This is an optimization exercise on Yosys and OpenROAD, whose aim is small area, not a production implementation. Where RTL was checked, it was by simulation tests only, not by an equivalence proof against the original. Power figures rest on the tool's default switching activity, not on a simulated workload.

==> inputs of 12-19 <==
==> flow/design.v <==
`timescale 1ns / 1ps
module BandaAsamblare(clear, load, clk, A, B, operatie, Result, exp);
    input clear, load, clk;
    input wire [15:0] A, B;
    input wire operatie;
    output wire [15:0] Result;
    output wire [9:0] exp;
    wire le = load & ~clear;     
    wire hd = ~load & ~clear;    
    reg [9:0]  e0n;    
    reg [19:0] f0n;    
    reg        s0n;    
    always @(posedge clk) begin
        e0n <= ~({A[14:10], B[14:10]} & {10{~clear}});
        f0n <= ~({A[9:0], B[9:0]} & {20{~clear}});
        s0n <= ~((A[15] ^ B[15]) & ~clear);
    end
    wire [4:0] ea = ~e0n[9:5];
    wire [4:0] eb = ~e0n[4:0];
    wire gt0 = ea > eb;
    wire lt0 = eb > ea;
    wire [4:0] d0 = gt0 ? ea - eb : eb - ea;
    wire [4:0] emax0 = gt0 ? ea : (lt0 ? eb : 5'd0);
    reg       gt;
    reg [4:0] d;
    reg [4:0] emax;
    reg [4:0] e2;
    always @(posedge clk) begin
        gt   <= gt0;
        d    <= d0;
        emax <= emax0;
        e2   <= emax;
    end
    reg [19:0] f1;
    reg        s1;
    always @(posedge clk) begin
        f1 <= (~f0n & {20{le}}) | (f1 & {20{hd}});
        s1 <= (~s0n & le) | (s1 & hd);
    end
    wire [9:0]  fa = f1[19:10];
    wire [9:0]  fb = f1[9:0];
    wire [9:0]  xb = gt ? fa : fb;
    wire [10:0] sm = {1'b1, gt ? fb : fa};
    wire [10:0] sh = sm >> d;
    reg  [9:0]  x2, y2;
    reg         s2;
    always @(posedge clk) begin
        x2 <= (xb & {10{le}}) | (x2 & {10{hd}});
        y2 <= (sh[9:0] & {10{le}}) | (y2 & {10{hd}});
        s2 <= (s1 & le) | (s2 & hd);
    end
    wire [10:0] r  = operatie ? {1'b0, x2} - {1'b0, y2} : {1'b0, x2} + {1'b0, y2};
    wire [9:0]  fn = r[10] ? {1'b0, r[9:1]} : r[9:0];
    wire [4:0]  en = e2 + {4'd0, r[10]};
    reg  [14:0] m3;
    always @(posedge clk)
        m3 <= ({en, fn} & {15{le}}) | (m3 & {15{hd}});
    reg [15:0] m4, m5;
    always @(posedge clk) begin
        m4 <= ({s2, m3} & {16{le}}) | (m4 & {16{hd}});
        m5 <= (m4 & {16{le}}) | (m5 & {16{hd}});
    end
    assign Result = m5;
    assign exp = m5[9:0];
endmodule
==> flow/flow/run.sh <==
#!/bin/bash
set -euo pipefail
W=$(pwd)
rm -rf "$W/scripts_abc"
cp -r "$FLOW_HOME/scripts" "$W/scripts_abc"
cp "$W/flow/abc_area.script" "$W/scripts_abc/abc_area.script"
CTS="-sink_clustering_enable -repair_clock_nets -dont_use_dummy_load -buf_list {sky130_fd_sc_hd__clkbuf_4} -root_buf sky130_fd_sc_hd__clkbuf_8"
bash standard.sh SCRIPTS_DIR="$W/scripts_abc" ABC_AREA=1 ADDER_MAP_FILE= \
  "CTS_ARGS=$CTS" \
  "BUFFER_PORTS_ARGS=-buffer_cell sky130_fd_sc_hd__buf_1"  \
  finish > flow.log 2>&1
==> flow/flow/abc_area.script <==
strash
dch
amap
&get -n
&st
&dch
&nf -a
&put
mfs2
strash
dch
amap
topo
stime -c
==> flow/standard.sh <==
#!/bin/bash
# synth_recipe.tcl (not shown) runs the flow's synth.tcl, then flattens the netlist and writes it again
# the make line also repeats each setting of config.mk as NAME=value (left out here)
make -C /OpenROAD-flow-scripts/flow DESIGN_CONFIG=/design/flow/config.mk WORK_HOME=/design/flow/orfs CLKGATE_MAP_FILE= SYNTH_SCRIPT=/design/flow/synth_recipe.tcl "${@:-finish}"
==> flow/config.mk <==
export PLATFORM = sky130hd
export DESIGN_NAME = BandaAsamblare
export DESIGN_NICKNAME = BandaAsamblare
export VERILOG_FILES = /design/flow/design.v
export SDC_FILE = /design/flow/constraint.sdc
export NUM_CORES = 4
export LEC_CHECK = 0
export ABC_AREA = 1
export CAP_MARGIN = 20
export CORE_MARGIN = 2
export CORE_UTILIZATION = 70
export SLEW_MARGIN = 20
==> flow/constraint.sdc <==
create_clock -name core_clock -period 4.0 [get_ports {clk}]
set_input_delay 0.8000 -clock core_clock [delete_from_list [all_inputs] [get_ports {clk}]]
set_output_delay 0.8000 -clock core_clock [all_outputs]
set_load 0.01 [all_outputs]
==> 08-03 (differences from 12-19) <==
--- a/flow/design.v
+++ b/flow/design.v
@@ -8,13 +8,16 @@
     wire le = load & ~clear;     
     wire hd = ~load & ~clear;    
     reg [9:0]  e0n;    
-    reg [19:0] f0n;    
-    reg        s0n;    
+    reg [19:0] f0;     
+    reg        s0;     
+    reg        c0;     
     always @(posedge clk) begin
         e0n <= ~({A[14:10], B[14:10]} & {10{~clear}});
-        f0n <= ~({A[9:0], B[9:0]} & {20{~clear}});
-        s0n <= ~((A[15] ^ B[15]) & ~clear);
+        f0  <= {A[9:0], B[9:0]};
+        s0  <= A[15] ^ B[15];
+        c0  <= clear;
     end
+    wire le1 = le & ~c0;     
     wire [4:0] ea = ~e0n[9:5];
     wire [4:0] eb = ~e0n[4:0];
     wire gt0 = ea > eb;
@@ -22,20 +25,20 @@
     wire [4:0] d0 = gt0 ? ea - eb : eb - ea;
     wire [4:0] emax0 = gt0 ? ea : (lt0 ? eb : 5'd0);
     reg       gt;
-    reg [4:0] d;
+    reg [3:0] d;       
     reg [4:0] emax;
     reg [4:0] e2;
     always @(posedge clk) begin
         gt   <= gt0;
-        d    <= d0;
+        d    <= d0[3:0] | {4{d0[4]}};
         emax <= emax0;
         e2   <= emax;
     end
     reg [19:0] f1;
     reg        s1;
     always @(posedge clk) begin
-        f1 <= (~f0n & {20{le}}) | (f1 & {20{hd}});
-        s1 <= (~s0n & le) | (s1 & hd);
+        f1 <= (f0 & {20{le1}}) | (f1 & {20{hd}});
+        s1 <= (s0 & le1) | (s1 & hd);
     end
     wire [9:0]  fa = f1[19:10];
     wire [9:0]  fb = f1[9:0];
@@ -49,7 +52,16 @@
         y2 <= (sh[9:0] & {10{le}}) | (y2 & {10{hd}});
         s2 <= (s1 & le) | (s2 & hd);
     end
-    wire [10:0] r  = operatie ? {1'b0, x2} - {1'b0, y2} : {1'b0, x2} + {1'b0, y2};
+    wire [9:0]  yb = y2 ^ {10{operatie}};
+    wire [10:0] cy;
+    wire [10:0] r;
+    assign cy[0] = operatie;
+    genvar gi;
+    generate for (gi = 0; gi < 10; gi = gi + 1) begin : rc
+        assign r[gi]    = x2[gi] ^ yb[gi] ^ cy[gi];
+        assign cy[gi+1] = (x2[gi] & yb[gi]) | (cy[gi] & (x2[gi] ^ yb[gi]));
+    end endgenerate
+    assign r[10] = cy[10] ^ operatie;
     wire [9:0]  fn = r[10] ? {1'b0, r[9:1]} : r[9:0];
     wire [4:0]  en = e2 + {4'd0, r[10]};
     reg  [14:0] m3;
==> flow/flow/run.sh (replaced) <==
#!/bin/bash
# Own layout flow: the standard ORFS flow (standard.sh) with
#  - area-oriented ABC scripts and no adder-cell mapping in synthesis: synthesis is run once
#    per flow/abc_*.script (each in its own try_* folder) and the script giving the smallest
#    synthesized area is used for the layout; registers are untouched (dfflibmap runs before
#    ABC, names as in the standard synthesis),
#  - the smallest buffer (buf_1) for the port buffers,
#  - clock tree synthesis without dummy loads, clkbuf_4 leaves and a clkbuf_8 root.
# Each make run's output goes to its own log (try_*.log, flow.log); ORFS keeps each step's
# log under orfs/logs (and try_*/logs).
set -euo pipefail
W=$(pwd)
rm -rf "$W/scripts_abc"
cp -r "$FLOW_HOME/scripts" "$W/scripts_abc"

# trial syntheses
pids=()
for s in "$W"/flow/abc_*.script; do
  n=$(basename "$s" .script)
  rm -rf "$W/sd_$n" "$W/try_$n"
  cp -r "$FLOW_HOME/scripts" "$W/sd_$n"
  cp "$s" "$W/sd_$n/abc_area.script"
  sed -e "s#WORK_HOME=[^ ]*#WORK_HOME=$W/try_$n#" -e '/^if \[\[/,$d' standard.sh > "$W/try_$n.sh"
  bash "$W/try_$n.sh" SCRIPTS_DIR="$W/sd_$n" ABC_AREA=1 ADDER_MAP_FILE= synth > "$W/try_$n.log" 2>&1 &
  pids+=($!)
  if (( ${#pids[@]} >= 3 )); then wait "${pids[0]}" || true; pids=("${pids[@]:1}"); fi
done
for p in "${pids[@]}"; do wait "$p" || true; done

best=""; best_area=""
for s in "$W"/flow/abc_*.script; do
  n=$(basename "$s" .script)
  f=$(ls "$W"/try_$n/reports/*/*/*/synth_stat.txt 2>/dev/null | head -1 || true)
  [[ -n "$f" ]] || continue
  a=$(awk '/Chip area for module/ {print $NF}' "$f" | tail -1)
  echo "$n $a" >> "$W/abc_choice.log"
  if [[ -z "$best" ]] || awk -v a="$a" -v b="$best_area" 'BEGIN{exit !(a<b)}'; then best=$s; best_area=$a; fi
done
[[ -n "$best" ]] || best="$W/flow/abc_ax.script"
echo "chosen $(basename "$best") $best_area" >> "$W/abc_choice.log"
cp "$best" "$W/scripts_abc/abc_area.script"
rm -rf "$W"/sd_abc_*

CTS="-sink_clustering_enable -repair_clock_nets -dont_use_dummy_load"
CTS="$CTS -buf_list {sky130_fd_sc_hd__clkbuf_4} -root_buf sky130_fd_sc_hd__clkbuf_8"
bash standard.sh SCRIPTS_DIR="$W/scripts_abc" ABC_AREA=1 ADDER_MAP_FILE= \
  "CTS_ARGS=$CTS" \
  "BUFFER_PORTS_ARGS=-buffer_cell sky130_fd_sc_hd__buf_1" \
  finish > flow.log 2>&1
==> flow/flow/abc_a3.script (new file) <==
strash
dch
amap
mfs2
strash
dch
amap
mfs2
strash
dch
amap
==> flow/flow/abc_ax.script (new file) <==
strash
dch
amap
&get -n
&st
&dch
&nf -a
&put
mfs2
strash
dch
amap
topo
stime -c
==> flow/flow/abc_h1.script (new file) <==
strash
dc2
dch -f
amap
mfs2
strash
dc2
dch -f
amap
mfs2
strash
dch -f
amap
topo
==> flow/flow/abc_m3.script (new file) <==
strash
dch
amap
&get -n
&st
&dch
&nf -a
&put
mfs2
strash
dch
amap
mfs2
strash
dch
amap
topo
==> flow/flow/abc_q2.script (new file) <==
strash
dch
amap
&get -n
&st
&dch
&nf -a
&put
mfs2
strash
dch
amap
mfs2
strash
dch
amap
mfs2
strash
dch
amap
mfs2
strash
dch
amap
topo
==> flow/flow/abc_s1.script (new file) <==
strash
dch
amap
&get -n
&st
&dch
&nf -a
&put
mfs2
strash
dch
amap
mfs2
strash
dch
amap
mfs2
strash
dch
amap
topo
==> flow/flow/abc_s4.script (new file) <==
strash
&get -n
&st
&synch2
&nf -a
&put
mfs2
strash
dch
amap
mfs2
strash
dch
amap
topo
--- a/flow/config.mk
+++ b/flow/config.mk
@@ -8,5 +8,5 @@
 export ABC_AREA = 1
 export CAP_MARGIN = 20
 export CORE_MARGIN = 2
-export CORE_UTILIZATION = 70
+export CORE_UTILIZATION = 40
 export SLEW_MARGIN = 20
removed: flow/flow/abc_area.script
==> 06-17 (differences from 12-19) <==
--- a/flow/design.v
+++ b/flow/design.v
@@ -8,13 +8,16 @@
     wire le = load & ~clear;     
     wire hd = ~load & ~clear;    
     reg [9:0]  e0n;    
-    reg [19:0] f0n;    
-    reg        s0n;    
+    reg [19:0] f0;     
+    reg        s0;     
+    reg        c0;     
     always @(posedge clk) begin
         e0n <= ~({A[14:10], B[14:10]} & {10{~clear}});
-        f0n <= ~({A[9:0], B[9:0]} & {20{~clear}});
-        s0n <= ~((A[15] ^ B[15]) & ~clear);
+        f0  <= {A[9:0], B[9:0]};
+        s0  <= A[15] ^ B[15];
+        c0  <= clear;
     end
+    wire le1 = le & ~c0;     
     wire [4:0] ea = ~e0n[9:5];
     wire [4:0] eb = ~e0n[4:0];
     wire gt0 = ea > eb;
@@ -22,20 +25,20 @@
     wire [4:0] d0 = gt0 ? ea - eb : eb - ea;
     wire [4:0] emax0 = gt0 ? ea : (lt0 ? eb : 5'd0);
     reg       gt;
-    reg [4:0] d;
+    reg [3:0] d;       
     reg [4:0] emax;
     reg [4:0] e2;
     always @(posedge clk) begin
         gt   <= gt0;
-        d    <= d0;
+        d    <= d0[3:0] | {4{d0[4]}};
         emax <= emax0;
         e2   <= emax;
     end
     reg [19:0] f1;
     reg        s1;
     always @(posedge clk) begin
-        f1 <= (~f0n & {20{le}}) | (f1 & {20{hd}});
-        s1 <= (~s0n & le) | (s1 & hd);
+        f1 <= (f0 & {20{le1}}) | (f1 & {20{hd}});
+        s1 <= (s0 & le1) | (s1 & hd);
     end
     wire [9:0]  fa = f1[19:10];
     wire [9:0]  fb = f1[9:0];
==> flow/flow/run.sh (replaced) <==
#!/bin/bash
# Own layout flow: the standard ORFS flow (standard.sh) with
#  - area-oriented ABC scripts and no adder-cell mapping in synthesis: synthesis is run once
#    per flow/abc_*.script (each in its own try_* folder) and the script giving the smallest
#    synthesized area is used for the layout; registers are untouched (dfflibmap runs before
#    ABC, names as in the standard synthesis),
#  - the smallest buffer (buf_1) for the port buffers,
#  - clock tree synthesis without dummy loads, clkbuf_4 leaves and a clkbuf_8 root.
# Each make run's output goes to its own log (try_*.log, flow.log); ORFS keeps each step's
# log under orfs/logs (and try_*/logs).
set -euo pipefail
W=$(pwd)
rm -rf "$W/scripts_abc"
cp -r "$FLOW_HOME/scripts" "$W/scripts_abc"

# trial syntheses
pids=()
for s in "$W"/flow/abc_*.script; do
  n=$(basename "$s" .script)
  rm -rf "$W/sd_$n" "$W/try_$n"
  cp -r "$FLOW_HOME/scripts" "$W/sd_$n"
  cp "$s" "$W/sd_$n/abc_area.script"
  sed -e "s#WORK_HOME=[^ ]*#WORK_HOME=$W/try_$n#" -e '/^if \[\[/,$d' standard.sh > "$W/try_$n.sh"
  bash "$W/try_$n.sh" SCRIPTS_DIR="$W/sd_$n" ABC_AREA=1 ADDER_MAP_FILE= synth > "$W/try_$n.log" 2>&1 &
  pids+=($!)
  if (( ${#pids[@]} >= 3 )); then wait "${pids[0]}" || true; pids=("${pids[@]:1}"); fi
done
for p in "${pids[@]}"; do wait "$p" || true; done

best=""; best_area=""
for s in "$W"/flow/abc_*.script; do
  n=$(basename "$s" .script)
  f=$(ls "$W"/try_$n/reports/*/*/*/synth_stat.txt 2>/dev/null | head -1 || true)
  [[ -n "$f" ]] || continue
  a=$(awk '/Chip area for module/ {print $NF}' "$f" | tail -1)
  echo "$n $a" >> "$W/abc_choice.log"
  if [[ -z "$best" ]] || awk -v a="$a" -v b="$best_area" 'BEGIN{exit !(a<b)}'; then best=$s; best_area=$a; fi
done
[[ -n "$best" ]] || best="$W/flow/abc_ax.script"
echo "chosen $(basename "$best") $best_area" >> "$W/abc_choice.log"
cp "$best" "$W/scripts_abc/abc_area.script"
rm -rf "$W"/sd_abc_*

CTS="-sink_clustering_enable -repair_clock_nets -dont_use_dummy_load"
CTS="$CTS -buf_list {sky130_fd_sc_hd__clkbuf_4} -root_buf sky130_fd_sc_hd__clkbuf_8"
bash standard.sh SCRIPTS_DIR="$W/scripts_abc" ABC_AREA=1 ADDER_MAP_FILE= \
  "CTS_ARGS=$CTS" \
  "BUFFER_PORTS_ARGS=-buffer_cell sky130_fd_sc_hd__buf_1" \
  finish > flow.log 2>&1
==> flow/flow/abc_a3.script (new file) <==
strash
dch
amap
mfs2
strash
dch
amap
mfs2
strash
dch
amap
==> flow/flow/abc_ax.script (new file) <==
strash
dch
amap
&get -n
&st
&dch
&nf -a
&put
mfs2
strash
dch
amap
topo
stime -c
==> flow/flow/abc_h1.script (new file) <==
strash
dc2
dch -f
amap
mfs2
strash
dc2
dch -f
amap
mfs2
strash
dch -f
amap
topo
==> flow/flow/abc_m3.script (new file) <==
strash
dch
amap
&get -n
&st
&dch
&nf -a
&put
mfs2
strash
dch
amap
mfs2
strash
dch
amap
topo
==> flow/flow/abc_q2.script (new file) <==
strash
dch
amap
&get -n
&st
&dch
&nf -a
&put
mfs2
strash
dch
amap
mfs2
strash
dch
amap
mfs2
strash
dch
amap
mfs2
strash
dch
amap
topo
==> flow/flow/abc_s1.script (new file) <==
strash
dch
amap
&get -n
&st
&dch
&nf -a
&put
mfs2
strash
dch
amap
mfs2
strash
dch
amap
mfs2
strash
dch
amap
topo
==> flow/flow/abc_s4.script (new file) <==
strash
&get -n
&st
&synch2
&nf -a
&put
mfs2
strash
dch
amap
mfs2
strash
dch
amap
topo
--- a/flow/config.mk
+++ b/flow/config.mk
@@ -8,5 +8,7 @@
 export ABC_AREA = 1
 export CAP_MARGIN = 20
 export CORE_MARGIN = 2
-export CORE_UTILIZATION = 70
+export CORE_UTILIZATION = 50
+export GPL_ROUTABILITY_DRIVEN = 0
+export GPL_TIMING_DRIVEN = 0
 export SLEW_MARGIN = 20
removed: flow/flow/abc_area.script
==> 02-09 (differences from 12-19) <==
--- a/flow/design.v
+++ b/flow/design.v
@@ -15,21 +15,17 @@
         f0n <= ~({A[9:0], B[9:0]} & {20{~clear}});
         s0n <= ~((A[15] ^ B[15]) & ~clear);
     end
-    wire [4:0] ea = ~e0n[9:5];
-    wire [4:0] eb = ~e0n[4:0];
-    wire gt0 = ea > eb;
-    wire lt0 = eb > ea;
-    wire [4:0] d0 = gt0 ? ea - eb : eb - ea;
-    wire [4:0] emax0 = gt0 ? ea : (lt0 ? eb : 5'd0);
-    reg       gt;
-    reg [4:0] d;
-    reg [4:0] emax;
+    reg [9:0] e1n;
     reg [4:0] e2;
+    wire [4:0] ea = ~e1n[9:5];
+    wire [4:0] eb = ~e1n[4:0];
+    wire gt = ea > eb;
+    wire lt = eb > ea;
+    wire [4:0] d = gt ? ea - eb : eb - ea;
+    wire [4:0] emax = gt ? ea : (lt ? eb : 5'd0);
     always @(posedge clk) begin
-        gt   <= gt0;
-        d    <= d0;
-        emax <= emax0;
-        e2   <= emax;
+        e1n <= e0n;
+        e2 <= emax;
     end
     reg [19:0] f1;
     reg        s1;
--- a/flow/flow/run.sh
+++ b/flow/flow/run.sh
@@ -7,5 +7,5 @@
 CTS="-sink_clustering_enable -repair_clock_nets -dont_use_dummy_load -buf_list {sky130_fd_sc_hd__clkbuf_4} -root_buf sky130_fd_sc_hd__clkbuf_8"
 bash standard.sh SCRIPTS_DIR="$W/scripts_abc" ABC_AREA=1 ADDER_MAP_FILE= \
   "CTS_ARGS=$CTS" \
-  "BUFFER_PORTS_ARGS=-buffer_cell sky130_fd_sc_hd__buf_1"  \
+  "BUFFER_PORTS_ARGS=-buffer_cell sky130_fd_sc_hd__buf_1" GPL_TIMING_DRIVEN=0 REMOVE_ABC_BUFFERS=1 MIN_BUF_CELL_AND_PORTS='sky130_fd_sc_hd__buf_1 A X' \
   finish > flow.log 2>&1
--- a/flow/config.mk
+++ b/flow/config.mk
@@ -8,5 +8,5 @@
 export ABC_AREA = 1
 export CAP_MARGIN = 20
 export CORE_MARGIN = 2
-export CORE_UTILIZATION = 70
+export CORE_UTILIZATION = 40
 export SLEW_MARGIN = 20
==> comparison <==
The highest utilization belongs to 12-19, the lowest to 08-03.
The highest sequential share of layout area belongs to 12-19, the lowest to 02-09.
Against 02-09, the cell area of 08-03 is lower by 4.1%.
Cell count, highest first: 02-09, 08-03, 06-17, 12-19.
Hold slack, lowest first: 02-09, 08-03, 06-17, 12-19.
Between 12-19 and 02-09, the lower synthesized area is in 02-09 (gap 0.81%, measured against 02-09).
The highest via count belongs to 12-19, the lowest to 06-17.
==> figures <==
| quantity | 12-19 | 06-17 | 08-03 | 02-09 |
|---|---|---|---|---|
| Utilization after layout | 81.9% | 58.2% | 46.7% | 48.5% |
| Sequential standard cell area | 2720 sq um | 2720 sq um | 2720 sq um | 2700 sq um |
| Result of the run | finished clean | finished clean | finished clean | finished clean |
| R2R cell count | 25 | 26 | 28 | 17 |
| Number of setup buffers added after CTS | 0 | 0 | 0 | 3 |
| Cell-internal power | 1950 uW | 1960 uW | 1850 uW | 2030 uW |
| Synth Area in Compound Gates | 25.1% | 26.4% | 23.3% | 26.1% |
| Seq area share | 48.7% | 48.5% | 48.5% | 46.2% |
| Crit path largest cell delay | 0.25 ns | 0.24 ns | 0.22 ns | 0.38 ns |
| Worst-case hold path end point | e2[0]$_DFF_P_ | e2[1]$_DFF_P_ | e2[0]$_DFF_P_ | e1n[0]$_DFF_P_ |
| IR Drop Worst-Case VDD | 0.294 mV | 0.249 mV | 0.216 mV | 0.208 mV |
| Met3 track demand over resource in global routing | 6.81% | 5.76% | 5.54% | 4.06% |
| Switching component of the power | 838 uW | 877 uW | 743 uW | 1000 uW |
| Worst path most repeated cell | - | sky130_fd_sc_hd__nand2_1 | sky130_fd_sc_hd__nand2_1 | sky130_fd_sc_hd__nor2_1 |
| Skew-Pair Late Insertion Delay | 0.42 ns | 0.41 ns | 0.42 ns | 0.41 ns |
| Syn Std Cell Area | 4990 sq um | 4890 sq um | 4920 sq um | 4950 sq um |
For 08-03 and 02-09, only the layout was checked, not whether the RTL still works.

==> static timing again, ports no longer ideal <==
The flow's constraints put no driver on any port. The routed layouts listed below were extracted and timed again, unchanged, in two steps. Step 1, drivers: a clkbuf_16 drives clk and a buf_2 each remaining input, both assumed. Step 2 adds t to the input delays and takes it off the output delays; t is the mean of the earliest and latest rising clock arrival at the registers after step 1. Input paths then give back, and output paths get back, about the clock's delay inside the block. Slacks: ideal ports / drivers / drivers and shift; pairs: ideal ports / drivers.
| run | t (ns) | setup slack, ns | hold slack, ns | latest minus earliest clock arrival (ns) | worst register clock-pin slew, ns |
|---|---|---|---|---|---|
| 12-19 | 0.429 | 0.323 / 0.327 / -0.103 | 0.349 / 0.349 / 0.349 | 0.043 / 0.043 | 0.12 / 0.12 |
| 08-03 | 0.438 | 0.360 / 0.365 / -0.073 | 0.311 / 0.311 / 0.311 | 0.023 / 0.024 | 0.10 / 0.10 |
| 06-17 | 0.430 | 0.356 / 0.353 / -0.077 | 0.326 / 0.326 / 0.326 | 0.035 / 0.034 | 0.11 / 0.11 |
| 02-09 | 0.433 | 0.182 / 0.182 / -0.177 | 0.305 / 0.305 / 0.305 | 0.030 / 0.030 | 0.11 / 0.11 |
With both steps, setup timing fails in every run listed, where it was met with ideal ports.
